This is an optimization exercise on Yosys and OpenROAD, whose aim is small area, not a production implementation.
Function was checked by simulation only, so behaviour that the tests miss may differ from the original.
No activity file was given, so power comes from the tool's default toggle rates.

<file path="flow/run.sh">
#!/bin/bash
# synth_recipe.tcl (not shown) runs the flow's synth.tcl, then flattens the netlist and writes it again
# the make line also repeats each setting of config.mk as NAME=value (left out here)
make -C /OpenROAD-flow-scripts/flow DESIGN_CONFIG=/design/flow/config.mk WORK_HOME=/design/flow/orfs CLKGATE_MAP_FILE= SYNTH_SCRIPT=/design/flow/synth_recipe.tcl finish
</file>
<file path="flow/config.mk">
export PLATFORM = sky130hd
export DESIGN_NAME = cache_l1
export DESIGN_NICKNAME = cache_l1
export VERILOG_FILES = /design/flow/design.v
export SDC_FILE = /design/flow/constraint.sdc
export NUM_CORES = 4
export LEC_CHECK = 0
export CAP_MARGIN = 20
export CORE_MARGIN = 2
export CORE_UTILIZATION = 72
export CTS_BUF_LIST = sky130_fd_sc_hd__clkbuf_16
export CTS_CLUSTER_DIAMETER = 60
export CTS_CLUSTER_SIZE = 30
export PLACE_DENSITY = 0.85
export SLEW_MARGIN = 20
</file>
<file path="flow/constraint.sdc">
create_clock -name core_clock -period 10.0 [get_ports {clk}]
set_input_delay 2.0000 -clock core_clock [delete_from_list [all_inputs] [get_ports {clk}]]
set_output_delay 2.0000 -clock core_clock [all_outputs]
set_load 0.01 [all_outputs]
</file>
<file path="flow/design.v">
`timescale 1ns/10ps
module cache_l1
	#(
		parameter DATA_WDT  = 64,
		parameter LINE_SIZE = 512 / DATA_WDT
	)
	(
		input								clk,
		input								rst_n,
		input								th_cgra_cache_flush,
		input		[32 - 1 : 0]			agent_req_addr,
		input								agent_req_en,
		input								agent_req_wr,
		input		[DATA_WDT - 1 : 0]		agent_req_wr_data,
		output reg 							agent_req_done,
		output reg							agent_req_hit,
		output reg							agent_req_miss,
		output reg							agent_req_block,
		output 		[DATA_WDT - 1:0]		agent_req_data,
		input								mem_read_valid,
		input		[DATA_WDT - 1 : 0]		mem_read_data,
		output reg							mem_req_en,
		output 		[32 - 1 : 0]			mem_req_addr,
		input		[31 : 0]				i_coherence_addr_1, i_coherence_addr_2, i_coherence_addr_3,
		input 								i_coherence_valid_1, i_coherence_valid_2, i_coherence_valid_3,
		output reg							o_coherence_valid_1, o_coherence_valid_2, o_coherence_valid_3,
		input 								i_coherence_ack_1, i_coherence_ack_2, i_coherence_ack_3,
		output reg							o_coherence_ack_1, o_coherence_ack_2, o_coherence_ack_3,
		output reg 	[31 : 0]				o_coherence_addr
	);
integer i;
reg 			en1, en2;		 
reg 			wr1, wr2;		 
reg  [31:3]		req_addr;		 
reg  [63:0]		wr_data;		 
reg  [31:6]		coh_addr;		 
reg 			cv1, cv2;		 
wire 			i_coherence_valid = i_coherence_valid_1 || i_coherence_valid_2 || i_coherence_valid_3;
wire [31:6]		i_coherence_addr  = i_coherence_valid_1 ? i_coherence_addr_1[31:6] : i_coherence_valid_2 ? i_coherence_addr_2[31:6] : i_coherence_addr_3[31:6];
always @(posedge clk or negedge rst_n) begin
	if(~rst_n) begin
		en1 <= 0; en2 <= 0;
		wr1 <= 0; wr2 <= 0;
		cv1 <= 0; cv2 <= 0;
	end
	else begin
		en1 <= agent_req_en; en2 <= en1;
		wr1 <= agent_req_wr; wr2 <= wr1;
		cv1 <= i_coherence_valid; cv2 <= cv1;
	end
end
always @(posedge clk) begin
	if(agent_req_en)
		req_addr <= agent_req_addr[31:3];
	if(agent_req_wr)
		wr_data <= agent_req_wr_data;
	if(i_coherence_valid)
		coh_addr <= i_coherence_addr;
	if(agent_req_en && agent_req_wr)
		o_coherence_addr <= agent_req_addr;
end
reg  [2:0]		current_state;
reg  [2:0]		next_state;
reg  [2:0]		miss_valid_cnt;
reg  [2:0]		mem_req_addr_cnt;
reg  [7:0]		valid_mem;		 
reg  [7:0]		valid_dout;		 
reg  [7:0]		valid_out_reg;	 
reg  [6:0]		lru;			 
reg  [31:6]		tagp [0:7];		 
reg 			cache_hit_reg;
reg  [2:0]		cache_hit_index_reg;
reg  [2:0]		way_index_reg;
reg  [2:0]		rd_word;		 
reg 			req_hit_reg, req_hit_reg_reg;
reg 			coherence_hit_reg;
wire st_idle  = current_state == 0;
wire st_work  = current_state == 1;
wire st_rmiss = current_state == 2;
wire st_wmiss = current_state == 3;
wire st_reset = current_state == 4;
wire st_coh   = current_state == 5;
wire [31:6]		tag_index = en1 ? req_addr[31:6] : coh_addr;
wire 			lookup = en1 || (st_coh && cv1);
reg  [7:0]		match;
reg  [7:0]		mpos;			 
reg 			cache_hit;
reg  [2:0]		cache_hit_index;
always @(*) begin
	cache_hit_index = 0;
	for(i = 0; i < 8; i = i + 1)
		mpos[i] = tagp[i] == tag_index;
	for(i = 0; i < 8; i = i + 1) begin
		match[i] = lookup && valid_dout[i] && mpos[(i + trot) % 8];
		if(match[i]) cache_hit_index = i;
	end
	cache_hit = |match;
end
wire cache_miss = lookup && !cache_hit;
reg  [2:0]		way_index;
reg  [2:0]		inv_index;
always @(*) begin
	inv_index = 0;
	for(i = 0; i < 8; i = i + 1)
		if(~valid_out_reg[i]) inv_index = i;
	if(en2 || (st_coh && cv2)) begin
		if(~cache_hit_reg)
			way_index = (&valid_out_reg) ? (lru[6] ? (lru[5] ? (lru[3] ? 3'd7 : 3'd6) : (lru[2] ? 3'd5 : 3'd4)) :
			                                         (lru[4] ? (lru[1] ? 3'd3 : 3'd2) : (lru[0] ? 3'd1 : 3'd0)))
			                             : inv_index;
		else
			way_index = cache_hit_index_reg;
	end
	else
		way_index = 0;
end
always @(*) begin
	case (current_state)
		0:
			if(agent_req_en)                next_state = 1;
			else if(i_coherence_valid)      next_state = 5;
			else if(th_cgra_cache_flush)    next_state = 4;
			else                            next_state = 0;
		1:
			if(cache_miss)                  next_state = wr1 ? 3 : 2;
			else                            next_state = 1;
		2:                         next_state = (miss_valid_cnt == 7) ? 0 : 2;
		3:                        next_state = (miss_valid_cnt == 7) ? 0 : 3;
		5:
			if(cv2 || cache_miss)           next_state = 0;
			else                            next_state = 5;
		default:                            next_state = 0;
	endcase
end
wire next_ack = st_coh && (next_state == 0);
always @(posedge clk or negedge rst_n) begin
	if(~rst_n) begin
		current_state <= 4;
		agent_req_miss <= 0;
		agent_req_hit <= 0;
		agent_req_block <= 0;
		agent_req_done <= 0;
		mem_req_en <= 0;
		mem_req_addr_cnt <= 0;
		miss_valid_cnt <= 0;
		o_coherence_valid_1 <= 0; o_coherence_valid_2 <= 0; o_coherence_valid_3 <= 0;
		o_coherence_ack_1 <= 0; o_coherence_ack_2 <= 0; o_coherence_ack_3 <= 0;
		cache_hit_reg <= 0;
		cache_hit_index_reg <= 0;
		way_index_reg <= 0;
		req_hit_reg <= 0;
		req_hit_reg_reg <= 0;
		coherence_hit_reg <= 0;
		lru <= 0;
	end
	else begin
		current_state <= next_state;
		agent_req_miss <= st_work && en1 && cache_miss;
		agent_req_hit <= req_hit_reg_reg;
		agent_req_block <= next_state == 5 || next_state == 2 || next_state == 3;
		agent_req_done <= req_hit_reg_reg || (st_rmiss && mem_read_valid && (rd_word == miss_valid_cnt));
		if(mem_req_addr_cnt == 7)
			mem_req_en <= 0;
		else
			mem_req_en <= next_state == 2 || next_state == 3;
		if(mem_req_en)
			mem_req_addr_cnt <= mem_req_addr_cnt + 1;
		else if(mem_req_addr_cnt == 7)
			mem_req_addr_cnt <= 0;
		if(miss_valid_cnt == 7)
			miss_valid_cnt <= 0;
		else if(mem_read_valid)
			miss_valid_cnt <= miss_valid_cnt + 1;
		if(agent_req_en && agent_req_wr) begin
			o_coherence_valid_1 <= 1; o_coherence_valid_2 <= 1; o_coherence_valid_3 <= 1;
		end
		else begin
			if(i_coherence_ack_1) o_coherence_valid_1 <= 0;
			if(i_coherence_ack_2) o_coherence_valid_2 <= 0;
			if(i_coherence_ack_3) o_coherence_valid_3 <= 0;
		end
		o_coherence_ack_1 <= i_coherence_valid_1 && next_ack;
		o_coherence_ack_2 <= !i_coherence_valid_1 && i_coherence_valid_2 && next_ack;
		o_coherence_ack_3 <= !i_coherence_valid_1 && !i_coherence_valid_2 && i_coherence_valid_3 && next_ack;
		cache_hit_reg <= cache_hit;
		cache_hit_index_reg <= cache_hit_index;
		if(en2) way_index_reg <= way_index;
		req_hit_reg <= en1 && cache_hit;
		req_hit_reg_reg <= req_hit_reg;
		coherence_hit_reg <= st_coh && cache_hit;
		if(en2) lru <= lru_in;
	end
end
always @(posedge clk)
	if(en2) rd_word <= req_addr[5:3];
assign mem_req_addr = {3'b0, req_addr[31:6], mem_req_addr_cnt};
reg  [7:0]		valid_in;
always @(*) begin
	for(i = 0; i < 8; i = i + 1) begin
		if(st_reset || (wr2 && req_hit_reg))
			valid_in[i] = 0;
		else if(coherence_hit_reg)
			valid_in[i] = (way_index == i) ? 1'b0 : valid_out_reg[i];
		else if(st_rmiss || st_wmiss)
			valid_in[i] = (way_index == i) ? 1'b1 : valid_out_reg[i];
		else
			valid_in[i] = 0;
	end
end
wire valid_wr = st_reset || coherence_hit_reg || agent_req_miss;
wire valid_rd = (agent_req_en || i_coherence_valid) && !valid_wr;
always @(posedge clk or negedge rst_n) begin
	if(~rst_n) begin
		valid_mem <= 0;
		valid_dout <= 0;
		valid_out_reg <= 0;
	end
	else begin
		if(valid_wr) valid_mem <= valid_in;
		if(valid_rd) valid_dout <= valid_mem;
		valid_out_reg <= valid_dout;
	end
end
reg  [2:0]		trot;
reg 			tpend;		 
reg  [2:0]		tway;		 
wire [2:0]		tw      = agent_req_miss ? way_index : tway;
wire 			tins    = (agent_req_miss || tpend) && (tw + trot == 3'd7);
always @(posedge clk or negedge rst_n) begin
	if(~rst_n) begin
		trot <= 0;
		tpend <= 0;
	end
	else begin
		trot <= trot + 1'b1;
		tpend <= (agent_req_miss || tpend) && !tins;
	end
end
always @(posedge clk) begin
	if(agent_req_miss)
		tway <= way_index;
	for(i = 1; i < 8; i = i + 1)
		tagp[i] <= tagp[i-1];
	tagp[0] <= tins ? req_addr[31:6] : tagp[7];
end
reg  [1:0]		tcnt;				 
reg  [1:0]		ph [0:7];			 
reg 			wr_late;			 
reg  [63:0]		pr0 [0:31];			 
reg  [63:0]		pr1 [0:31];			 
reg  [31:0]		ins_r;				 
reg  [31:0]		keep_r;				 
reg 			pol_r;				 
reg 			late_r;				 
reg  [63:0]		rd_cap;				 
wire [1:0]		aw    = tcnt - ph[way_index] - req_addr[4:3];
wire 			wr_hit = st_work && en2 && wr2;
always @(posedge clk or negedge rst_n) begin
	if(~rst_n) begin
		tcnt <= 0;
		wr_late <= 0;
	end
	else begin
		tcnt <= tcnt + 1'b1;
		wr_late <= wr_hit && !aw[0];
	end
end
wire [1:0]		nx_aw   = tcnt + 1'b1 - ph[cache_hit_index] - req_addr[4:3];
wire 			nx_now  = (next_state == 1) && en1 && wr1 && nx_aw[0];
wire 			nx_late = wr_hit && !aw[0];
wire 			nx_fill = mem_req_en;
wire [2:0]		nx_cnt  = (miss_valid_cnt == 7) ? 3'd0 : mem_read_valid ? miss_valid_cnt + 1'b1 : miss_valid_cnt;
wire [4:0]		nx_pair = nx_fill ? {(en2 ? way_index : way_index_reg), nx_cnt[2:1]} :
						  nx_now  ? {cache_hit_index, req_addr[5:4]} :
						            {way_index, req_addr[5:4]};
wire 			nx_we   = nx_fill || nx_now || nx_late;
always @(posedge clk) begin
	if(mem_read_valid && miss_valid_cnt == 0)
		ph[way_index_reg] <= tcnt + 1'b1;
	for(i = 0; i < 32; i = i + 1) begin
		ins_r[i]  <= nx_we && (nx_pair == i);
		keep_r[i] <= !(nx_we && (nx_pair == i));
	end
	pol_r  <= nx_now ? (nx_aw != 2'd3) : nx_late ? (aw == 2'd0) : 1'b0;
	late_r <= nx_late;
end
wire [63:0]		dat_in  = late_r ? rd_cap :
						  (st_rmiss || (st_wmiss && miss_valid_cnt != req_addr[5:3])) ? mem_read_data : wr_data;
wire [63:0]		din_bus = dat_in ^ {64{pol_r}};
genvar g;
generate
	for(g = 0; g < 32; g = g + 1) begin: pair
		always @(posedge clk) begin
			pr1[g] <= pr0[g];
			pr0[g] <= ~((pr1[g] | {64{ins_r[g]}}) & (din_bus | {64{keep_r[g]}}));
		end
	end
endgenerate
wire [4:0]		rd_pair = {way_index_reg, rd_word[2:1]};
wire [1:0]		ra      = tcnt - ph[way_index_reg] - rd_word[1:0];
reg  [63:0]		rd_raw;
always @(*) begin
	rd_raw = 0;
	for(i = 0; i < 32; i = i + 1)
		rd_raw = rd_raw | ({64{rd_pair == i[4:0]}} & pr0[i]);
end
wire [63:0]		rd_fix = rd_raw ^ {64{ra == 2'd0}};
always @(posedge clk)
	rd_cap <= nx_late ? wr_data : rd_fix;
assign agent_req_data = ra[0] ? rd_cap : rd_fix;
reg  [6:0]		lru_in;
always @(*) begin
	lru_in = lru;
	case (way_index)
		3'd0 : begin lru_in[6] = 1; lru_in[4] = 1; lru_in[0] = 1; end
		3'd1 : begin lru_in[6] = 1; lru_in[4] = 1; lru_in[0] = 0; end
		3'd2 : begin lru_in[6] = 1; lru_in[4] = 0; lru_in[1] = 1; end
		3'd3 : begin lru_in[6] = 1; lru_in[4] = 0; lru_in[1] = 0; end
		3'd4 : begin lru_in[6] = 0; lru_in[5] = 1; lru_in[2] = 1; end
		3'd5 : begin lru_in[6] = 0; lru_in[5] = 1; lru_in[2] = 0; end
		3'd6 : begin lru_in[6] = 0; lru_in[5] = 0; lru_in[3] = 1; end
		default : begin lru_in[6] = 0; lru_in[5] = 0; lru_in[3] = 0; end
	endcase
end
endmodule
</file>
==> results of run 1 <==
## kinds of logic (layout without fill, tap and decap cells)
group | count (synthesis) | count (layout) | synth area share (%)
AO/OA/AOI/OAI | 3411 | 3411 | 17.5
XOR/XNOR | 360 | 360 | 2.37
adder cells (fa/ha/maj) | 16 | 16 | 0.173
buffers and inverters | 1014 | 966 | 2.96
flip-flops | 4680 | 4680 | 71.9
multiplexers | 188 | 188 | 1.80
other | 1 | 28 | 0.00281
AND/OR/NAND/NOR | 868 | 868 | 3.36
## worst max-delay path, stage by stage, from the launching register on
cell and delay (ns):
dfrtp_4 1.12, mux2i_4 0.60, xnor2_1 0.13, nor4_1 0.72
nand4_1 0.49, nor3_1 0.38, a211oi_1 0.14, o32ai_2 0.66
nor2b_1 0.14, a211oi_1 0.50, nor2_1 0.22, and3_1 0.23
a311oi_1 0.25, mux2_2 0.20, a21oi_1 0.09, fa_1 0.49
nor2_1 0.05, o21a_1 0.10, a32o_2 0.23, o211ai_4 0.15
mux2i_1 0.39, o211ai_1 0.52, or4_1 0.66
## layer usage
| metal | GRT usage, % | share of wire (%) | vias to the layer above |
|---|---|---|---|
| met5 | 0.156 | 0.046 | - |
| met4 | 36.1 | 9.5 | 22 |
| met3 | 22.8 | 18 | 3630 |
| met2 | 69.4 | 40 | 11000 |
| met1 | 61.9 | 33 | 48100 |
| li1 | - | - | 38800 |
## how the worst max path moves through the flow
stage                         endpoint  cells past startpoint  slack, ns
detailed placement  keep_r[18]$_DFF_P_                     22       1.55
CTS                 keep_r[18]$_DFF_P_                     22       1.49
floorplan           keep_r[20]$_DFF_P_                     24       3.91
global route        keep_r[18]$_DFF_P_                     22       0.97
finish              keep_r[18]$_DFF_P_                     22       1.41
global placement    keep_r[17]$_DFF_P_                     22       1.70
## power breakdown
group          total, uW  switching (uW)  internal [uW]  leakage (uW)
combinational      11400            6890           4460        0.0123
clock              10200            6040           4130       0.00320
sequential         31500            4620          26900        0.0396
total              53000           17600          35500        0.0551
## area by class of cell
cell class	count	area, um2
Sequential cell	4680	96000
Fill cell	10200	37700
Multi-Input combinational cell	4846	34400
Timing Repair Buffer	616	5680
Clock buffer	205	5130
Tap cell	2464	3080
Clock inverter	114	1290
Inverter	31	116
Antenna cell	25	62.6
## stage by stage
stage,area (um2),hold WS (ns),instances,util [%],power (uW)
5_1_grt,146000,0.338,13000,79.4,54200
6_report,146000,0.326,13000,79.5,53000
3_5_place_dp,139000,0.336,12600,75.9,42000
3_3_place_gp,139000,0.335,12600,75.9,40900
2_1_floorplan,133000,0.331,10500,-,36600
4_1_cts,146000,0.337,13000,79.4,51900
## Yosys cell counts (all sizes together), types with 11 or more instances
cell and count:
a21oi 19, a221oi 297, a22o 305, a22oi 434
and3 13, buf 152, clkbuf 831, dfrtp 72
dfxtp 4437, edfxtp 170, ha 12, inv 30
mux2 44, mux2i 133, mux4 11, nand2 268
nand3 75, nand3b 12, nand4 163, nor2 103
nor3 97, nor3b 11, nor4 69, nor4b 11
o21ai 234, o22ai 2050, xnor2 224, xor2 136
## placed cells by master, fill, tap and decap left out, drive strengths merged, types with 9 or more instances in the layout
cell	n
xor2	136
nand2	268
or4	9
nand3b	12
a221oi	297
mux2i	133
mux2	44
xnor2	224
o21ai	234
nor4b	11
nor3	97
diode	25
a2111oi	9
dfrtp	72
dfxtp	4437
ha	12
clkdlybuf4s50	380
a21oi	19
nor2	103
bufinv	9
nand3	75
and3	13
inv	89
clkinv	44
o22ai	2050
edfxtp	170
a22o	305
clkbuf	205
buf	236
nor3b	11
nand4	163
nor4	69
a22oi	434
mux4	11
==> results.json, run 1 <==
{
  "layout-drive-gt1-share_pct": 7.73,
  "avgSynthCellArea_um2": 12.6,
  "pre_cts_ws_ns": 1.55,
  "drtIter0Drc": 20600,
  "holdPathStages": 0,
  "grt_max_degree": 71,
  "synthTopCellsByArea": "dfxtp_1 (67%), o22ai_1 (9.6%), edfxtp_1 (3.8%)",
  "synthArstFlopShare_pct": 1.56,
  "arrival_ns": 9.37,
  "grt_pass1_wl_um": 682000,
  "grt_pass1_vias": 98800,
  "rr_endpoint": "keep_r[18]$_DFF_P_",
  "rsz0062_at_grt": "false",
  "postRouteAntennaNets": 0,
  "io_buffer_count": 385,
  "wire_per_inst_um": 37.5,
  "netlist_area_mm2": 0.133,
  "rrSetupSlack_ns": 1.41,
  "io-pin-count": 407,
  "drc": 0,
  "max_freq_ghz": 0.116,
  "num_rows": 157,
  "die-area_mm2": 0.189,
  "fp.dieH_um": 434,
  "synth_top_flop_cell": "dfxtp_1",
  "cellLeakagePower_uw": 0.0551,
  "vias": 101000,
  "viasPerCell": 7.82,
  "worstSetupPathType": "register to register",
  "initial_core_util_pct": 72.6,
  "h-tree-depth": 4,
  "synth_top_cell_area_share_pct": 66.7,
  "skew_ns": 0.0604,
  "cap_violations": 0,
  "endpoint_kind": "register",
  "maxSlewViolCount": 0,
  "start_kind": "register",
  "die-width_um": 434,
  "hold_class": "register to register",
  "synth_edf_count": 170,
  "nets": 10700,
  "area_delta_synth_final_pct": 9.39,
  "ys_ff_latch": 4680,
  "clk_pin_slew_ns": 0.11,
  "cts_buffers": 197,
  "pwr_density_cell_mw_per_mm2": 364,
  "hold_end": "pr1[2][49]$_DFF_P_",
  "overflow": 0,
  "period_share_pct": 85.9,
  "clock_latency_ns": 0.95,
  "cts_root_buf": "clkbuf_16",
  "drt_pass1_iterations": 12,
  "seq_area_frac_synth_pct": 71.9,
  "place_congestion": 0.895,
  "core-area_mm2": 0.183,
  "yosys.cell_types.count": 86,
  "worst_slack_ns": 1.41,
  "worstSetupStartpoint": "en1$_DFF_PN0_",
  "slew_headroom_pct": 8.88,
  "tns_ns": 0,
  "antenna_found_initial": 28,
  "holdCritStartpoint": "pr0[2][49]$_DFF_P_",
  "clkSinkCount": 4680,
  "yosysTopAreaCell": "dfxtp_1",
  "ctsHoldBuffers": 0,
  "period_needed_ns": 8.59,
  "wirelength_um": 487000,
  "synthCells": 10500,
  "path_max_fanout": 30,
  "status": "complete, no violations",
  "finalHoldViolations": 0,
  "ir_drop_mv": 0.255,
  "synth_warnings": 4,
  "cts.repair.resized": 0,
  "post_cts_buffers": 0,
  "critPathRequiredTime_ns": 10.78,
  "tightest_slew_ns": 1.37,
  "setup_violations": 0,
  "cts_tree": "built",
  "top_regs": "pr0: 2048 flops, pr1: 2048 flops, tagp: 208 flops",
  "r2r_cells": 22,
  "grt.total_usage_pct": 50.2,
  "timing.rr.start": "en1$_DFF_PN0_",
  "clk_path_buf_depth": 3,
  "hpwl_um": 250000
}
==> inputs of run 2 (changes only) <==
==> flow/config.mk (replaced) <==
export PLATFORM = sky130hd
export DESIGN_NAME = cache_l1
export DESIGN_NICKNAME = cache_l1
export VERILOG_FILES = /design/flow/design.v
export SDC_FILE = /design/flow/constraint.sdc
export NUM_CORES = 4
export LEC_CHECK = 0
export CAP_MARGIN = 5
export CORE_MARGIN = 2
export CORE_UTILIZATION = 60
export CTS_BUF_LIST = sky130_fd_sc_hd__clkbuf_16
export CTS_CLUSTER_DIAMETER = 60
export CTS_CLUSTER_SIZE = 30
export PLACE_DENSITY = 0.75
export SLEW_MARGIN = 5
==> results.json, run 2 <==
{
  "status": "complete, no violations",
  "cp_common_cell": "nor2_1",
  "cts.repair.resized": 0,
  "drtIter0Drc": 17000,
  "grt_max_degree": 74,
  "maxSlewViolCount": 0,
  "n_fill_cell": 15600,
  "wl_met2_um": 200000,
  "antenna_found_initial": 17,
  "multiInputGateArea_mm2": 0.0344,
  "num_rows": 172,
  "critical_path.slowest_cell": "dfrtp_4",
  "clkSinkCount": 4680,
  "whs_ns": 0.325,
  "grt.total_usage_pct": 41.7,
  "die-area_mm2": 0.226,
  "cap_violations": 0,
  "synthCells": 10500,
  "drc": 0,
  "utilization_pct": 66.6,
  "viasPerCell": 7.27,
  "grt_pass1_vias": 94400,
  "wl_met3_um": 73800,
  "synth_top_flop_cell": "dfxtp_1",
  "avgSynthCellArea_um2": 12.6,
  "layout-drive-gt1-share_pct": 7.76,
  "ctsHoldBuffers": 0,
  "ys_ff_latch": 4680,
  "period_needed_ns": 8.69,
  "fp.dieH_um": 475,
  "area_delta_synth_final_pct": 10.1,
  "endpoint_kind": "register",
  "final_cell_mix": "dfxtp_1 (4371), o22ai_1 (2050), a22oi_1 (434)",
  "nets": 10700,
  "slew_headroom_pct": 6.99,
  "h-tree-depth": 4,
  "holdCritStartpoint": "pr0[26][39]$_DFF_P_",
  "synth_edf_count": 170,
  "top_regs": "pr0: 2048 flops, pr1: 2048 flops, tagp: 208 flops",
  "rsz0062_at_grt": "false",
  "overflow": 0,
  "route.top_layer_used": "met5",
  "arrival_ns": 9.47,
  "synth_warnings": 4,
  "place_congestion": 0.870,
  "worstSetupPathType": "register to register",
  "wire_per_inst_um": 36.2,
  "synthTopCellsByArea": "dfxtp_1 (67%), o22ai_1 (9.6%), edfxtp_1 (3.8%)",
  "ir_drop_mv": 0.250,
  "vias": 97900,
  "stdcell_count": 13500,
  "finalHoldViolations": 0,
  "core-area_mm2": 0.220,
  "hold_class": "register to register",
  "grt_pass1_wl_um": 680000,
  "pwr_density_cell_mw_per_mm2": 360,
  "synth_top_cell_area_share_pct": 66.7,
  "post_cts_buffers": 0,
  "pre_cts_ws_ns": 1.54,
  "io_buffer_count": 385,
  "tns_ns": 0,
  "clk_path_buf_depth": 3,
  "timing.rr.start": "en1$_DFF_PN0_",
  "cts_buffers": 204,
  "wirelength_um": 487000,
  "period_share_pct": 86.9,
  "yosys.cell_types.count": 86,
  "tightest_slew_ns": 1.39,
  "yosysTopAreaCell": "dfxtp_1",
  "hpwl_um": 247000,
  "skew_ns": 0.0477,
  "worstSetupStartpoint": "en1$_DFF_PN0_",
  "seq_area_frac_synth_pct": 71.9,
  "yosysMostFrequentCell": "dfxtp_1",
  "io-pin-count": 407,
  "initial_core_util_pct": 60.5,
  "critPathRequiredTime_ns": 10.78,
  "path_max_fanout": 22,
  "setup_violations": 0,
  "drt_pass1_iterations": 9,
  "synthArstFlopShare_pct": 1.56,
  "cellLeakagePower_uw": 0.0552,
  "crit_chain": "buf_4, mux2i_4, xnor2_1, nor4_1, nand4_1, nor3_2, o32ai_1, a2111oi_0, nor2_1, a211oi_1, nor2_1, and3_1, a311oi_1, mux2_2, a21oi_1, fa_1, nor2_1, o21a_1, a32o_2, o211ai_4, mux2i_1, o211ai_1, or4_1",
  "m1WireLength_um": 176000,
  "dp_cells": 13100,
  "clock_latency_ns": 0.93,
  "clk_pin_slew_ns": 0.11,
  "start_kind": "register",
  "postRouteAntennaNets": 0,
  "cts_tree": "built",
  "cts_root_buf": "clkbuf_16",
  "seq_area_mm2": 0.0960,
  "slowest_delay_ns": 0.87,
  "layout.cells.most_common": "dfxtp_1",
  "netlist_area_mm2": 0.133,
  "die-width_um": 475,
  "worst_slack_ns": 1.31,
  "synth_top_cells_by_count": "dfxtp_1 (4437), o22ai_1 (2050), clkbuf_1 (831), a22oi_1 (434), a22o_1 (305)",
  "max_freq_ghz": 0.115
}
-- run 2: cell counts after synthesis --
Identical to the previous run, type by type.
-- run 2: layout make-up --
class	instances	area share, %
clock buffer	210	3.58
multi-input combinational	4846	23.4
clock inverter	117	0.998
sequential	4680	65.5
inverter	31	0.0793
timing repair buffer	606	3.88
tap	2958	2.52
antenna	17	0.0290
-- run 2: cells by family after synthesis --
group / count (synthesis) / synth area share [%]
adders and majority gates: 16 / 0.173
other: 1 / 0.00281
DFF: 4680 / 71.9
xor gates and xnor gates: 360 / 2.37
muxes: 188 / 1.80
AOI/OAI and AO/OA: 3411 / 17.5
and+or+nand+nor: 868 / 3.36
buffers and inverters: 1014 / 2.96
-- run 2: worst max-delay path, delay by kind of cell (launching register included) --
kind | cells | cell delay [ns]
compound gates | 9 | 2.85
mux | 3 | 1.08
buf+inv | 1 | 0.37
simple gates | 8 | 2.52
fa+ha+maj | 1 | 0.55
flops | 1 | 0.87
xor+xnor | 1 | 0.23
-- run 2: where the power goes --
part / switching, uW / internal [uW]
clock: 6230 / 4190
combinational: 6700 / 4450
sequential: 4420 / 26900
-- run 2: metrics by stage --
step | cell area (um2) | power (uW)
after floorplan | 133000 | 36600
after global placement | 140000 | 41100
after detailed placement | 140000 | 41900
after CTS | 147000 | 52100
after global routing | 147000 | 54300
final | 147000 | 52900
-- run 2: worst paths after layout --
path / to / slack, ns / cells after the start
min in group asynchronous: mem_req_addr_cnt[1]$_DFFE_PN0P_ / 1.22 / 1
min reg2reg: pr1[26][39]$_DFF_P_ / 0.32 / 0
max in group asynchronous: en1$_DFF_PN0_ / 8.04 / 1
max: keep_r[17]$_DFF_P_ / 1.31 / 23
max reg2reg: keep_r[17]$_DFF_P_ / 1.31 / 23
min: pr1[26][39]$_DFF_P_ / 0.32 / 0
-- run 2: layer usage --
layer,vias up,GRT usage [%]
li1,38800,-
met1,47600,54.6
met2,9121,59.7
met3,2367,14.2
met4,18,25.2
met5,-,0
==> inputs of run 3 (changes only) <==
--- a/flow/config.mk
+++ b/flow/config.mk
@@ -5,11 +5,11 @@
 export SDC_FILE = /design/flow/constraint.sdc
 export NUM_CORES = 4
 export LEC_CHECK = 0
-export CAP_MARGIN = 5
+export CAP_MARGIN = 20
 export CORE_MARGIN = 2
 export CORE_UTILIZATION = 60
 export CTS_BUF_LIST = sky130_fd_sc_hd__clkbuf_16
 export CTS_CLUSTER_DIAMETER = 60
 export CTS_CLUSTER_SIZE = 30
 export PLACE_DENSITY = 0.75
-export SLEW_MARGIN = 5
+export SLEW_MARGIN = 20
==> results.json, run 3 <==
{
  "yosysMostFrequentCell": "dfxtp_1",
  "io_buffer_count": 385,
  "layout-drive-gt1-share_pct": 7.81,
  "hold_class": "register to register",
  "n_fill_cell": 15500,
  "place_congestion": 0.870,
  "period_share_pct": 85.4,
  "period_needed_ns": 8.54,
  "synth_xor_area_share_pct": 2.37,
  "setup_violations": 0,
  "multiInputGateArea_mm2": 0.0344,
  "drt_pass1_iterations": 10,
  "grt_pass1_vias": 94900,
  "fp.dieH_um": 475,
  "post_cts_buffers": 0,
  "area_delta_synth_final_pct": 10.1,
  "status": "complete, no violations",
  "stdcell_count": 13500,
  "nets": 10700,
  "wire_per_inst_um": 36.3,
  "cp_common_cell": "nor2_1",
  "crit_chain": "buf_4, mux2i_4, xnor2_1, nor4_1, nand4_1, nor3_2, o32ai_1, a2111oi_0, nor2_1, a211oi_1, nor2_1, and3_1, a311oi_1, mux2_2, a21oi_1, fa_1, nor2_1, o21a_1, a32o_2, o211ai_4, mux2i_1, and4bb_1, or4b_1",
  "max_freq_ghz": 0.117,
  "maxSlewViolCount": 0,
  "synth-adder-area-share_pct": 0.173,
  "design_area_mm2": 0.147,
  "synth_warnings": 4,
  "ir_drop_mv": 0.275,
  "synth_edf_count": 170,
  "critical_path.slowest_cell": "dfrtp_4",
  "holdCritStartpoint": "pr0[18][50]$_DFF_P_",
  "yosys.cell_types.count": 86,
  "grt_max_degree": 74,
  "endpoint_kind": "register",
  "h-tree-depth": 4,
  "clk_path_buf_depth": 3,
  "cap_violations": 0,
  "initial_core_util_pct": 60.5,
  "tns_ns": 0,
  "top_regs": "pr0: 2048 flops, pr1: 2048 flops, tagp: 208 flops",
  "netlist_area_mm2": 0.133,
  "finalHoldViolations": 0,
  "synthTopCellsByArea": "dfxtp_1 (67%), o22ai_1 (9.6%), edfxtp_1 (3.8%)",
  "synth_top_cell_area_share_pct": 66.7,
  "cts_tree": "built",
  "clkSinkCount": 4680,
  "seq_area_frac_synth_pct": 71.9,
  "seq_area_mm2": 0.0960,
  "yosysTopAreaCell": "dfxtp_1",
  "yosys.area_share.simple_pct": 3.36,
  "slowest_delay_ns": 0.88,
  "tightest_slew_ns": 1.31,
  "postRouteAntennaNets": 0,
  "die-area_mm2": 0.226,
  "path_max_fanout": 22,
  "grt_pass1_wl_um": 682000,
  "ctsHoldBuffers": 0,
  "cts.repair.resized": 0,
  "die-width_um": 475,
  "drtIter0Drc": 16800,
  "clk_pin_slew_ns": 0.11,
  "synth_top_cells_by_count": "dfxtp_1 (4437), o22ai_1 (2050), clkbuf_1 (831), a22oi_1 (434), a22o_1 (305)",
  "critPathRequiredTime_ns": 10.81,
  "core-area_mm2": 0.220,
  "io-pin-count": 407,
  "pwr_density_cell_mw_per_mm2": 361,
  "antenna_found_initial": 15,
  "post_dp_cell_area_mm2": 0.140,
  "cellLeakagePower_uw": 0.0552,
  "cts_root_buf": "clkbuf_16",
  "num_rows": 172,
  "synthArstFlopShare_pct": 1.56,
  "hpwl_um": 248000,
  "grt.total_usage_pct": 41.8,
  "final_cell_mix": "dfxtp_1 (4371), o22ai_1 (2050), a22oi_1 (434)",
  "overflow": 0,
  "slew_headroom_pct": 12.9,
  "dp_cells": 13100,
  "start_kind": "register",
  "vias": 98000,
  "cts_buffers": 205,
  "layout.cells.most_common": "dfxtp_1",
  "worstSetupStartpoint": "en1$_DFF_PN0_",
  "ys_ff_latch": 4680,
  "rsz0062_at_grt": "false",
  "worstSetupPathType": "register to register",
  "clock_latency_ns": 0.95,
  "synthMuxAreaShare_pct": 1.80,
  "timing.rr.start": "en1$_DFF_PN0_",
  "synthCells": 10500,
  "synth_top_flop_cell": "dfxtp_1",
  "viasPerCell": 7.28,
  "synth_top_family_by_area": "compound AO/OA/AOI/OAI gates",
  "drc": 0,
  "wirelength_um": 488000,
  "arrival_ns": 9.34,
  "avgSynthCellArea_um2": 12.6,
  "synth_compound_area_share_pct": 17.5,
  "skew_ns": 0.0602
}
## run 3: cell counts after synthesis
Identical to the previous run, type by type.
## run 3: routing by layer
metal  track usage (%)  up-vias  wire [um]
met3              14.5     2467      74200
met4              26.1       20      37600
met5             0.149        -        149
met2              60.1     8873     202000
met1              54.1    47900     175000
li1                  -    38800          -
## run 3: critical path, delay by kind of cell, from the launching register on
kind / cells / cell delay, ns
adder cells (fa/ha/maj): 1 / 0.54
AO/OA/AOI/OAI: 8 / 2.29
multiplexers: 3 / 1.10
buffers and inverters: 1 / 0.38
flip-flops: 1 / 0.88
XOR/XNOR: 1 / 0.23
AND/OR/NAND/NOR: 9 / 2.94
## run 3: final cells by class
type,count,share of cell area [%]
antenna,8,0.0136
clock buffer,211,3.60
clock inverter,110,0.971
inverter,31,0.0793
multi-input combinational,4846,23.4
sequential,4680,65.4
tap,2958,2.52
timing repair buffer,610,3.94
## run 3: worst paths after layout
check | end | slack (ns) | depth (start not counted)
setup / recovery | keep_r[20]$_DFF_P_ | 1.46 | 23
hold / removal | pr1[18][50]$_DFF_P_ | 0.31 | 0
setup reg to reg | keep_r[20]$_DFF_P_ | 1.46 | 23
hold reg to reg | pr1[18][50]$_DFF_P_ | 0.31 | 0
max in group asynchronous | en1$_DFF_PN0_ | 8.35 | 1
min in group asynchronous | mem_req_addr_cnt[1]$_DFFE_PN0P_ | 1.08 | 1
## run 3: per-stage QoR
step                      power (uW)  hold slack, ns  util [%]  worst slack [ns]
after detailed placement       41900           0.336      63.6              1.48
after floorplan                36600           0.331         -              3.91
after global routing           54400           0.310      66.6              1.01
after CTS                      52100           0.314      66.6              1.42
final                          52900           0.309      66.7              1.46
after global placement         41100           0.335      63.5              1.47
## run 3: cell families after synthesis
| kind of cell | count (synthesis) |
|---|---|
| buf+inv | 1014 |
| flops | 4680 |
| xor+xnor | 360 |
| mux | 188 |
| compound gates | 3411 |
| other cells | 1 |
| simple gates | 868 |
| fa+ha+maj | 16 |
## run 3: power by group
part	switching, uW	total (uW)	internal (uW)
sequential	4440	31300	26900
combinational	6720	11200	4460
clock	6200	10400	4220
total	17400	52900	35600
==> inputs of run 4 (changes only) <==
--- a/flow/config.mk
+++ b/flow/config.mk
@@ -8,8 +8,8 @@
 export CAP_MARGIN = 20
 export CORE_MARGIN = 2
 export CORE_UTILIZATION = 60
-export CTS_BUF_LIST = sky130_fd_sc_hd__clkbuf_16
-export CTS_CLUSTER_DIAMETER = 60
-export CTS_CLUSTER_SIZE = 30
+export CTS_BUF_LIST = sky130_fd_sc_hd__clkbuf_8
+export CTS_CLUSTER_DIAMETER = 40
+export CTS_CLUSTER_SIZE = 20
 export PLACE_DENSITY = 0.75
 export SLEW_MARGIN = 20
==> results.json, run 4 <==
{
  "synthCells": 10500,
  "slowest_delay_ns": 0.87,
  "viasPerCell": 7.16,
  "grt.total_usage_pct": 42.3,
  "wire_per_inst_um": 35.4,
  "yosysTopAreaCell": "dfxtp_1",
  "dp_cells": 13100,
  "crit_chain": "buf_4, mux2i_4, xnor2_1, nor4_1, nand4_1, nor3_2, o32ai_1, a2111oi_0, nor2_1, a211oi_1, nor2_1, and3_1, a311oi_1, mux2_2, a21oi_1, fa_1, nor2_1, o21a_1, a32o_2, o211ai_4, mux2i_1, and4bb_1, or4b_1",
  "skew_ns": 0.119,
  "cp_common_cell": "nor2_1",
  "critPathRequiredTime_ns": 10.97,
  "top_regs": "pr0: 2048 flops, pr1: 2048 flops, tagp: 208 flops",
  "clk_pin_slew_ns": 0.11,
  "avgSynthCellArea_um2": 12.6,
  "period_share_pct": 86.1,
  "synth_warnings": 4,
  "hpwl_um": 248000,
  "die-area_mm2": 0.226,
  "layout-drive-gt1-share_pct": 12.1,
  "post_cts_buffers": 0,
  "yosys.cell_types.count": 86,
  "final_cell_mix": "dfxtp_1 (4371), o22ai_1 (2050), clkbuf_8 (484)",
  "multiInputGateArea_mm2": 0.0344,
  "cts_root_buf": "clkbuf_8",
  "stdcell_count": 14000,
  "max_freq_ghz": 0.116,
  "initial_core_util_pct": 60.5,
  "antenna_found_initial": 14,
  "wirelength_um": 494000,
  "drt_pass1_iterations": 12,
  "seq_area_mm2": 0.0960,
  "cts.repair.resized": 0,
  "grt_max_degree": 74,
  "fp.dieH_um": 475,
  "place_congestion": 0.870,
  "yosysMostFrequentCell": "dfxtp_1",
  "finalHoldViolations": 0,
  "vias": 100000,
  "cts_tree": "built",
  "start_kind": "register",
  "maxSlewViolCount": 0,
  "ir_drop_mv": 0.223,
  "slew_headroom_pct": 13.1,
  "cap_violations": 0,
  "status": "complete, no violations",
  "drtIter0Drc": 16600,
  "tightest_slew_ns": 1.30,
  "cts_buffers": 451,
  "clk_path_buf_depth": 4,
  "drc": 0,
  "clkSinkCount": 4680,
  "grt_pass1_wl_um": 691000,
  "nets": 10900,
  "cellLeakagePower_uw": 0.0572,
  "endpoint_kind": "register",
  "postRouteAntennaNets": 0,
  "synth_top_cell_area_share_pct": 66.7,
  "core-area_mm2": 0.220,
  "die-width_um": 475,
  "pwr_density_cell_mw_per_mm2": 370,
  "setup_violations": 0,
  "clock_latency_ns": 1.18,
  "hold_class": "register to register",
  "period_needed_ns": 8.61,
  "critical_path.slowest_cell": "dfrtp_4",
  "ys_ff_latch": 4680,
  "synthArstFlopShare_pct": 1.56,
  "layout.cells.most_common": "dfxtp_1",
  "netlist_area_mm2": 0.133,
  "n_fill_cell": 15100,
  "synth_top_flop_cell": "dfxtp_1",
  "io_buffer_count": 385,
  "rsz0062_at_grt": "false",
  "synthTopCellsByArea": "dfxtp_1 (67%), o22ai_1 (9.6%), edfxtp_1 (3.8%)",
  "arrival_ns": 9.58,
  "grt_pass1_vias": 97500,
  "io-pin-count": 407,
  "synth_edf_count": 170,
  "area_delta_synth_final_pct": 13.0,
  "tns_ns": 0,
  "overflow": 0,
  "seq_area_frac_synth_pct": 71.9,
  "h-tree-depth": 5,
  "worstSetupPathType": "register to register",
  "num_rows": 172,
  "synth_top_cells_by_count": "dfxtp_1 (4437), o22ai_1 (2050), clkbuf_1 (831), a22oi_1 (434), a22o_1 (305)",
  "ctsHoldBuffers": 0,
  "path_max_fanout": 22
}
-- run 4: critical path: cells and delay by family, from the launching register on --
kind	cells	cell delay, ns
AOI/OAI and AO/OA	8	2.34
xor gates and xnor gates	1	0.24
adders and majority gates	1	0.55
buffers and inverters	1	0.37
DFF	1	0.87
muxes	3	1.08
and+or+nand+nor	9	2.94
-- run 4: worst paths after layout --
check | startpoint | endpoint | slack [ns] | cells after the start
max in group asynchronous | rst_n | way_index_reg[2]$_DFF_PN0_ | 8.59 | 2
max | en1$_DFF_PN0_ | keep_r[21]$_DFF_P_ | 1.39 | 23
min reg2reg | pr0[28][6]$_DFF_P_ | pr1[28][6]$_DFF_P_ | 0.25 | 0
min | pr0[28][6]$_DFF_P_ | pr1[28][6]$_DFF_P_ | 0.25 | 0
min in group asynchronous | rst_n | o_coherence_ack_3$_DFF_PN0_ | 0.72 | 1
max reg2reg | en1$_DFF_PN0_ | keep_r[21]$_DFF_P_ | 1.39 | 23
-- run 4: cells by family after synthesis --
group           share of synthesized area, %
buf+inv                                 2.96
fa+ha+maj                              0.173
simple gates                            3.36
xor+xnor                                2.37
mux                                     1.80
flops                                   71.9
other cells                          0.00281
compound gates                          17.5
-- run 4: report_power, final --
| group | switching, uW | internal, uW | leakage (uW) |
|---|---|---|---|
| clock network | 7470 | 5750 | 0.00533 |
| logic | 6740 | 4460 | 0.0123 |
| registers | 4450 | 26900 | 0.0396 |
| total | 18700 | 37100 | 0.0572 |
-- run 4: through the flow --
step           total power [uW]  util [%]  worst slack [ns]  hold slack (ns)  cell area, um2
2_1_floorplan             36600         -              3.91            0.331          133000
3_3_place_gp              41100      63.5              1.47            0.335          140000
3_5_place_dp              41900      63.6              1.48            0.336          140000
4_1_cts                   54900      68.3              1.34            0.270          150000
5_1_grt                   57300      68.4             0.933            0.271          151000
6_report                  55800      68.4              1.39            0.255          151000
-- run 4: layer usage --
layer	global-route usage, %	vias up	share of wire [%]
met4	26.4	20	7.6
met5	0.320	-	0.040
met1	54.5	48500	36
li1	-	39600	-
met3	15.2	2641	15
met2	60.6	9367	41
-- run 4: final cells by class --
type | instances | share of cell area, %
diodes | 19 | 0.0316
inverters | 31 | 0.0773
well taps | 2958 | 2.46
clock buffers | 484 | 4.42
multi-input cells | 4846 | 22.9
flip-flops and latches | 4680 | 63.8
clock inverters | 345 | 2.55
repair buffers | 610 | 3.84
==> inputs of run 5 (changes only) <==
==> flow/flow/run.sh (new file) <==
#!/bin/bash
# Standard layout, but with a small buffer on every input and output port.
set -e
export BUFFER_PORTS_ARGS="-buffer_cell sky130_fd_sc_hd__buf_1"
bash standard.sh > standard.log 2>&1
==> flow/standard.sh (new file) <==
#!/bin/bash
# synth_recipe.tcl (not shown) runs the flow's synth.tcl, then flattens the netlist and writes it again
# the make line also repeats each setting of config.mk as NAME=value (left out here)
make -C /OpenROAD-flow-scripts/flow DESIGN_CONFIG=/design/flow/config.mk WORK_HOME=/design/flow/orfs CLKGATE_MAP_FILE= SYNTH_SCRIPT=/design/flow/synth_recipe.tcl "${@:-finish}"
==> flow/config.mk (replaced) <==
export PLATFORM = sky130hd
export DESIGN_NAME = cache_l1
export DESIGN_NICKNAME = cache_l1
export VERILOG_FILES = /design/flow/design.v
export SDC_FILE = /design/flow/constraint.sdc
export NUM_CORES = 4
export LEC_CHECK = 0
export CAP_MARGIN = 20
export CORE_MARGIN = 2
export CORE_UTILIZATION = 45
export CTS_BUF_LIST = sky130_fd_sc_hd__clkbuf_16
export CTS_CLUSTER_DIAMETER = 60
export CTS_CLUSTER_SIZE = 30
export SLEW_MARGIN = 20
removed: flow/run.sh
==> results.json, run 5 <==
{
  "layout-drive-gt1-share_pct": 9.31,
  "critPathRequiredTime_ns": 10.79,
  "drt_pass1_iterations": 6,
  "cap_violations": 0,
  "slowest_delay_ns": 0.86,
  "cp_common_cell": "nor2_1",
  "synth_edf_count": 170,
  "overflow": 0,
  "max_freq_ghz": 0.115,
  "use_met2_pct": 51.5,
  "layout.cells.most_common": "dfxtp_1",
  "period_needed_ns": 8.72,
  "endpoint_kind": "register",
  "clock_latency_ns": 0.96,
  "h-tree-depth": 5,
  "io-pin-count": 407,
  "synth_top_cell_area_share_pct": 66.7,
  "grt_pass1_wl_um": 727000,
  "ys_ff_latch": 4680,
  "status": "complete, no violations",
  "period_share_pct": 87.2,
  "cts_tree": "built",
  "viasPerCell": 6.61,
  "die-width_um": 548,
  "top_usage_layer": "met2",
  "final_cell_mix": "dfxtp_1 (4371), o22ai_1 (2050), a22oi_1 (434)",
  "path_max_fanout": 17,
  "clk_pin_slew_ns": 0.11,
  "netlist_area_mm2": 0.133,
  "worst_slack_ns": 1.28,
  "synth_top_cells_by_count": "dfxtp_1 (4437), o22ai_1 (2050), clkbuf_1 (831), a22oi_1 (434), a22o_1 (305)",
  "synth_warnings": 4,
  "power_uw": 55100,
  "drc": 0,
  "synthCells": 10500,
  "vias": 96400,
  "yosysTopAreaCell": "dfxtp_1",
  "pwr_density_cell_mw_per_mm2": 371,
  "path_buf_inv": 1,
  "seq_area_frac_synth_pct": 71.9,
  "post_cts_buffers": 0,
  "hold_end": "pr1[18][32]$_DFF_P_",
  "slew_headroom_pct": 14.2,
  "antenna_found_initial": 18,
  "initial_core_util_pct": 45.3,
  "skew_ns": 0.0817,
  "die-area_mm2": 0.300,
  "fp.dieH_um": 548,
  "postRouteAntennaNets": 0,
  "cts.repair.resized": 0,
  "holdCritStartpoint": "pr0[18][32]$_DFF_P_",
  "hold_class": "register to register",
  "yosys.cell_types.count": 86,
  "pre_cts_ws_ns": 1.51,
  "ctsHoldBuffers": 0,
  "cellLeakagePower_uw": 0.0557,
  "area_delta_synth_final_pct": 11.5,
  "holdPathStages": 0,
  "ir_drop_mv": 0.204,
  "whs_ns": 0.314,
  "crit_cells": 23,
  "wire_per_inst_um": 36.1,
  "drtIter0Drc": 14200,
  "worstSetupPathType": "register to register",
  "r2r_cells": 23,
  "crit_chain": "buf_4, mux2i_4, xnor2_1, nor4_1, nand3_1, nor3_1, o311ai_1, a2111oi_0, nor2_1, a211oi_1, nor2_1, and3_1, a311oi_1, mux2_2, a21oi_1, fa_1, nor2_1, o21a_1, a32o_2, o211ai_4, mux2i_1, and4bb_1, or4b_1",
  "nets": 10700,
  "multiInputGateArea_mm2": 0.0344,
  "cts_buffers": 267,
  "rrSetupSlack_ns": 1.28,
  "cts_root_buf": "clkbuf_16",
  "finalHoldViolations": 0,
  "grt_max_degree": 130,
  "clkSinkCount": 4680,
  "tightest_slew_ns": 1.29,
  "grt_pass1_vias": 94200,
  "yosysMostFrequentCell": "dfxtp_1",
  "io_buffer_count": 385,
  "synth_top_flop_cell": "dfxtp_1",
  "synthTopCellsByArea": "dfxtp_1 (67%), o22ai_1 (9.6%), edfxtp_1 (3.8%)",
  "core-area_mm2": 0.294,
  "timing.rr.start": "en1$_DFF_PN0_",
  "top_regs": "pr0: 2048 flops, pr1: 2048 flops, tagp: 208 flops",
  "seq_area_mm2": 0.0960,
  "hpwl_um": 268000,
  "setup_violations": 0,
  "critical_path.slowest_cell": "dfrtp_4",
  "wirelength_um": 526000,
  "tns_ns": 0,
  "start_kind": "register",
  "num_rows": 199,
  "place_congestion": 0.859,
  "met3_usage_pct": 7.88,
  "clk_path_buf_depth": 4,
  "grt_use_met1_pct": 44.2,
  "critPathTopFamily": "simple AND/OR/NAND/NOR gates",
  "rsz0062_at_grt": "false",
  "rr_endpoint": "keep_r[22]$_DFF_P_",
  "maxSlewViolCount": 0,
  "n_fill_cell": 25200,
  "synthArstFlopShare_pct": 1.56,
  "grt.total_usage_pct": 33.6,
  "arrival_ns": 9.51,
  "avgSynthCellArea_um2": 12.6
}
run 5: worst reg2reg max path: cells and delay by family (launching register included):
family | cells | cell delay [ns]
AND/OR/NAND/NOR | 9 | 3.45
AO/OA/AOI/OAI | 8 | 2.18
multiplexers | 3 | 1.10
flip-flops | 1 | 0.86
adder cells (fa/ha/maj) | 1 | 0.50
buffers and inverters | 1 | 0.38
XOR/XNOR | 1 | 0.12
run 5: cell type report:
type                    count  share of cell area, %
clock buffers             275                   4.63
diodes                      5                0.00842
inverters                  31                 0.0783
multi-input cells        4846                   23.2
flip-flops and latches   4680                   64.6
well taps                3919                   3.30
repair buffers            629                   2.33
clock inverters           206                   1.89
run 5: how the worst max path moves through the flow:
stage / start / to / slack (ns)
after floorplan: en1$_DFF_PN0_ / keep_r[20]$_DFF_P_ / 3.91
after global placement: en1$_DFF_PN0_ / keep_r[19]$_DFF_P_ / 1.35
after detailed placement: en1$_DFF_PN0_ / keep_r[18]$_DFF_P_ / 1.51
after CTS: en1$_DFF_PN0_ / keep_r[18]$_DFF_P_ / 1.43
after global routing: en1$_DFF_PN0_ / keep_r[22]$_DFF_P_ / 0.89
final: en1$_DFF_PN0_ / keep_r[22]$_DFF_P_ / 1.28
run 5: cells by family (layout without fill, tap and decap cells):
kind of cell    count (synthesis)  after routing  share of synthesized area, %
flops                        4680           4680                          71.9
compound gates               3411           3411                          17.5
buf+inv                      1014           1141                          2.96
simple gates                  868            868                          3.36
xor+xnor                      360            360                          2.37
mux                           188            188                          1.80
fa+ha+maj                      16             16                         0.173
other cells                     1              8                       0.00281
run 5: routing by layer:
layer / part of all wire [%] / wire length (um)
met5: 0.010 / 54
met4: 6.2 / 32500
met3: 11 / 59500
met2: 44 / 231000
met1: 39 / 204000
run 5: report_power, final:
part / internal, uW / total (uW) / leakage [uW] / switching, uW
sequential: 26900 / 31300 / 0.0396 / 4420
combinational: 4080 / 10800 / 0.0114 / 6690
clock: 5860 / 13000 / 0.00470 / 7160
total: 36800 / 55100 / 0.0557 / 18300
run 5: through the flow:
stage               std cells  instance area [um2]  util, %
floorplan               10500               133000        -
global placement        14100               139000     47.2
detailed placement      14100               139000     47.2
CTS                     14600               149000     50.5
global route            14600               149000     50.5
finish                  14600               149000     50.5
==> inputs of run 6 (changes only) <==
--- a/flow/config.mk
+++ b/flow/config.mk
@@ -7,8 +7,9 @@
 export LEC_CHECK = 0
 export CAP_MARGIN = 20
 export CORE_MARGIN = 2
-export CORE_UTILIZATION = 45
+export CORE_UTILIZATION = 60
 export CTS_BUF_LIST = sky130_fd_sc_hd__clkbuf_16
 export CTS_CLUSTER_DIAMETER = 60
 export CTS_CLUSTER_SIZE = 30
+export PLACE_DENSITY = 0.75
 export SLEW_MARGIN = 20
==> results.json, run 6 <==
{
  "cap_violations": 0,
  "num_rows": 172,
  "wl_met3_um": 74600,
  "n_fill_cell": 15800,
  "clkSinkCount": 4680,
  "core-area_mm2": 0.220,
  "status": "complete, no violations",
  "grt_pass1_wl_um": 685000,
  "route.top_layer_used": "met5",
  "tightest_slew_ns": 1.37,
  "grt_pass1_vias": 95400,
  "cts_root_buf": "clkbuf_16",
  "grt.total_usage_pct": 42.0,
  "ir_drop_mv": 0.216,
  "pwr_density_cell_mw_per_mm2": 364,
  "synth_xor_area_share_pct": 2.37,
  "synthArstFlopShare_pct": 1.56,
  "netlist_area_mm2": 0.133,
  "cts_tree": "built",
  "setup_violations": 0,
  "avgSynthCellArea_um2": 12.6,
  "antenna_found_initial": 22,
  "clk_pin_slew_ns": 0.11,
  "synth_edf_count": 170,
  "synthMuxAreaShare_pct": 1.80,
  "max_freq_ghz": 0.115,
  "path_max_fanout": 21,
  "area_delta_synth_final_pct": 8.39,
  "grt_max_degree": 74,
  "design_area_mm2": 0.144,
  "wl_met2_um": 202000,
  "io_buffer_count": 385,
  "synth_top_cell_area_share_pct": 66.7,
  "layout.cells.most_common": "dfxtp_1",
  "h-tree-depth": 4,
  "ys_ff_latch": 4680,
  "worstSetupPathType": "register to register",
  "finalHoldViolations": 0,
  "layout-drive-gt1-share_pct": 7.70,
  "critical_path.slowest_cell": "dfrtp_4",
  "endpoint_kind": "register",
  "nets": 10700,
  "tns_ns": 0,
  "power_uw": 52500,
  "yosysMostFrequentCell": "dfxtp_1",
  "pre_cts_ws_ns": 1.51,
  "slew_headroom_pct": 8.88,
  "ctsHoldBuffers": 0,
  "rsz0062_at_grt": "false",
  "synth_top_cells_by_count": "dfxtp_1 (4437), o22ai_1 (2050), clkbuf_1 (831), a22oi_1 (434), a22o_1 (305)",
  "utilization_pct": 65.6,
  "overflow": 0,
  "synthTopCellsByArea": "dfxtp_1 (67%), o22ai_1 (9.6%), edfxtp_1 (3.8%)",
  "cp_common_cell": "nor2_1",
  "viasPerCell": 7.30,
  "post_dp_cell_area_mm2": 0.138,
  "synth_top_flop_cell": "dfxtp_1",
  "wirelength_um": 492000,
  "drtIter0Drc": 17100,
  "top_regs": "pr0: 2048 flops, pr1: 2048 flops, tagp: 208 flops",
  "io-pin-count": 407,
  "yosys.area_share.simple_pct": 3.36,
  "initial_core_util_pct": 60.5,
  "cellLeakagePower_uw": 0.0542,
  "drc": 0,
  "die-width_um": 475,
  "yosys.cell_types.count": 86,
  "arrival_ns": 9.46,
  "start_kind": "register",
  "postRouteAntennaNets": 0,
  "hpwl_um": 249000,
  "final_cell_mix": "dfxtp_1 (4371), o22ai_1 (2050), a22oi_1 (434)",
  "synthCells": 10500,
  "period_needed_ns": 8.67,
  "cts_buffers": 203,
  "m1WireLength_um": 175000,
  "slowest_delay_ns": 0.89,
  "seq_area_frac_synth_pct": 71.9,
  "clk_path_buf_depth": 3,
  "critPathRequiredTime_ns": 10.79,
  "synth_warnings": 4,
  "clock_latency_ns": 0.96,
  "synth-adder-area-share_pct": 0.173,
  "synth_top_family_by_area": "compound AO/OA/AOI/OAI gates",
  "skew_ns": 0.0909,
  "vias": 98300,
  "yosysTopAreaCell": "dfxtp_1",
  "period_share_pct": 86.7,
  "hold_class": "register to register",
  "fp.dieH_um": 475,
  "crit_chain": "buf_4, buf_4, mux2i_4, xnor2_1, nor4_1, nand2_1, nor3_2, o32ai_1, a2111oi_0, nor2_1, a211oi_1, nor2_1, and3_1, a311oi_1, mux2_2, a21oi_1, fa_1, nor2_1, o21a_1, a32o_2, o211ai_4, mux2i_1, and4bb_1, or4b_1",
  "drt_pass1_iterations": 10,
  "worst_slack_ns": 1.33,
  "die-area_mm2": 0.226,
  "synth_compound_area_share_pct": 17.5,
  "post_cts_buffers": 0,
  "wire_per_inst_um": 36.5,
  "maxSlewViolCount": 0,
  "place_congestion": 0.917,
  "cts.repair.resized": 0
}
run 6: cell types whose count changed in the layout (fill, tap and decap cells not counted), sizes merged:
cell,change
clkbuf,-68
clkinv,-30
bufinv,-9
buf,-22
diode,+11
clkinvlp,-5
inv,-49
run 6: cells by family (layout without fill, tap and decap cells):
family	count (synthesis)	in the layout
flip-flops	4680	4680
AO/OA/AOI/OAI	3411	3411
buffers and inverters	1014	958
AND/OR/NAND/NOR	868	868
XOR/XNOR	360	360
multiplexers	188	188
adder cells (fa/ha/maj)	16	16
other	1	19
run 6: path summary, 6_finish.rpt:
path	start	to	slack (ns)	depth (start not counted)
worst max-delay path	en1$_DFF_PN0_	keep_r[21]$_DFF_P_	1.33	24
worst min-delay path	pr0[11][11]$_DFF_P_	pr1[11][11]$_DFF_P_	0.32	0
worst max register to register	en1$_DFF_PN0_	keep_r[21]$_DFF_P_	1.33	24
worst min register to register	pr0[11][11]$_DFF_P_	pr1[11][11]$_DFF_P_	0.32	0
max in group asynchronous	rst_n	current_state[2]$_DFF_PN1_	8.33	3
min in group asynchronous	rst_n	o_coherence_ack_3$_DFF_PN0_	1.04	2
run 6: per-stage QoR:
step | instances | hold WS [ns]
detailed placement | 13100 | 0.336
finish | 13500 | 0.316
CTS | 13400 | 0.322
global route | 13400 | 0.327
global placement | 13100 | 0.335
floorplan | 10500 | 0.331
run 6: worst max-delay path: cells and delay by family (launching register included):
kind                     cells  cell delay (ns)
AO/OA/AOI/OAI                8             2.24
XOR/XNOR                     1             0.17
adder cells (fa/ha/maj)      1             0.55
buffers and inverters        2             0.52
flip-flops                   1             0.89
multiplexers                 3             1.10
AND/OR/NAND/NOR              9             2.95
run 6: power by group:
part,switching (uW),leakage (uW),internal [uW]
sequential,4450,0.0396,26900
combinational,6700,0.0113,4080
clock,6260,0.00331,4160
total,17400,0.0542,35100
run 6: final cells by class:
| type | count | area, um2 | area share, % |
|---|---|---|---|
| clock inverter | 113 | 1550 | 1.08 |
| timing repair buffer | 607 | 3420 | 2.37 |
| tap | 2958 | 3700 | 2.56 |
| clock buffer | 207 | 5180 | 3.59 |
| inverter | 31 | 116 | 0.0806 |
| sequential | 4680 | 96000 | 66.5 |
| antenna | 16 | 40.0 | 0.0277 |
| multi-input combinational | 4846 | 34400 | 23.8 |
run 6: metal layers:
metal,global-route usage (%),up-vias
met5,0.384,-
met4,28.0,26
met3,14.3,2575
met2,60.0,9174
met1,54.1,47800
li1,-,38700

==> static timing again, ports no longer ideal <==
How much do the figures lean on ideal ports? The routed layouts below were timed once more, with nothing changed but the port constraints.
Step 1, drivers: a clkbuf_16 drives clk and a buf_2 each remaining input, both assumed.
Step 2, shift: input delay + t, output delay - t, t = (earliest + latest rising clock arrival at the registers) / 2. This alone moves slack from input paths to output paths.
Three values: ideal, step 1, step 2; two values: the first two.
| run | t, ns | slack for setup (ns) | hold slack, ns | worst setup path after step 2 | cell pins on the clock port's net |
|---|---|---|---|---|---|
| run 1 | 1.002 | 1.408 / 1.408 / 1.408 | 0.326 / 0.326 / 0.326 | register to register | 1 |
| run 2 | 1.003 | 1.312 / 1.312 / 1.312 | 0.325 / 0.325 / 0.325 | register to register | 1 |
| run 3 | 1.009 | 1.465 / 1.465 / 1.465 | 0.309 / 0.309 / 0.309 | register to register | 1 |
| run 4 | 1.241 | 1.387 / 1.387 / 1.387 | 0.255 / 0.255 / 0.255 | register to register | 1 |
| run 5 | 1.022 | 1.281 / 1.281 / 1.281 | 0.314 / 0.314 / 0.314 | register to register | 1 |
| run 6 | 0.999 | 1.334 / 1.334 / 1.334 | 0.316 / 0.316 / 0.316 | register to register | 1 |
After both steps every run listed still meets setup and hold.
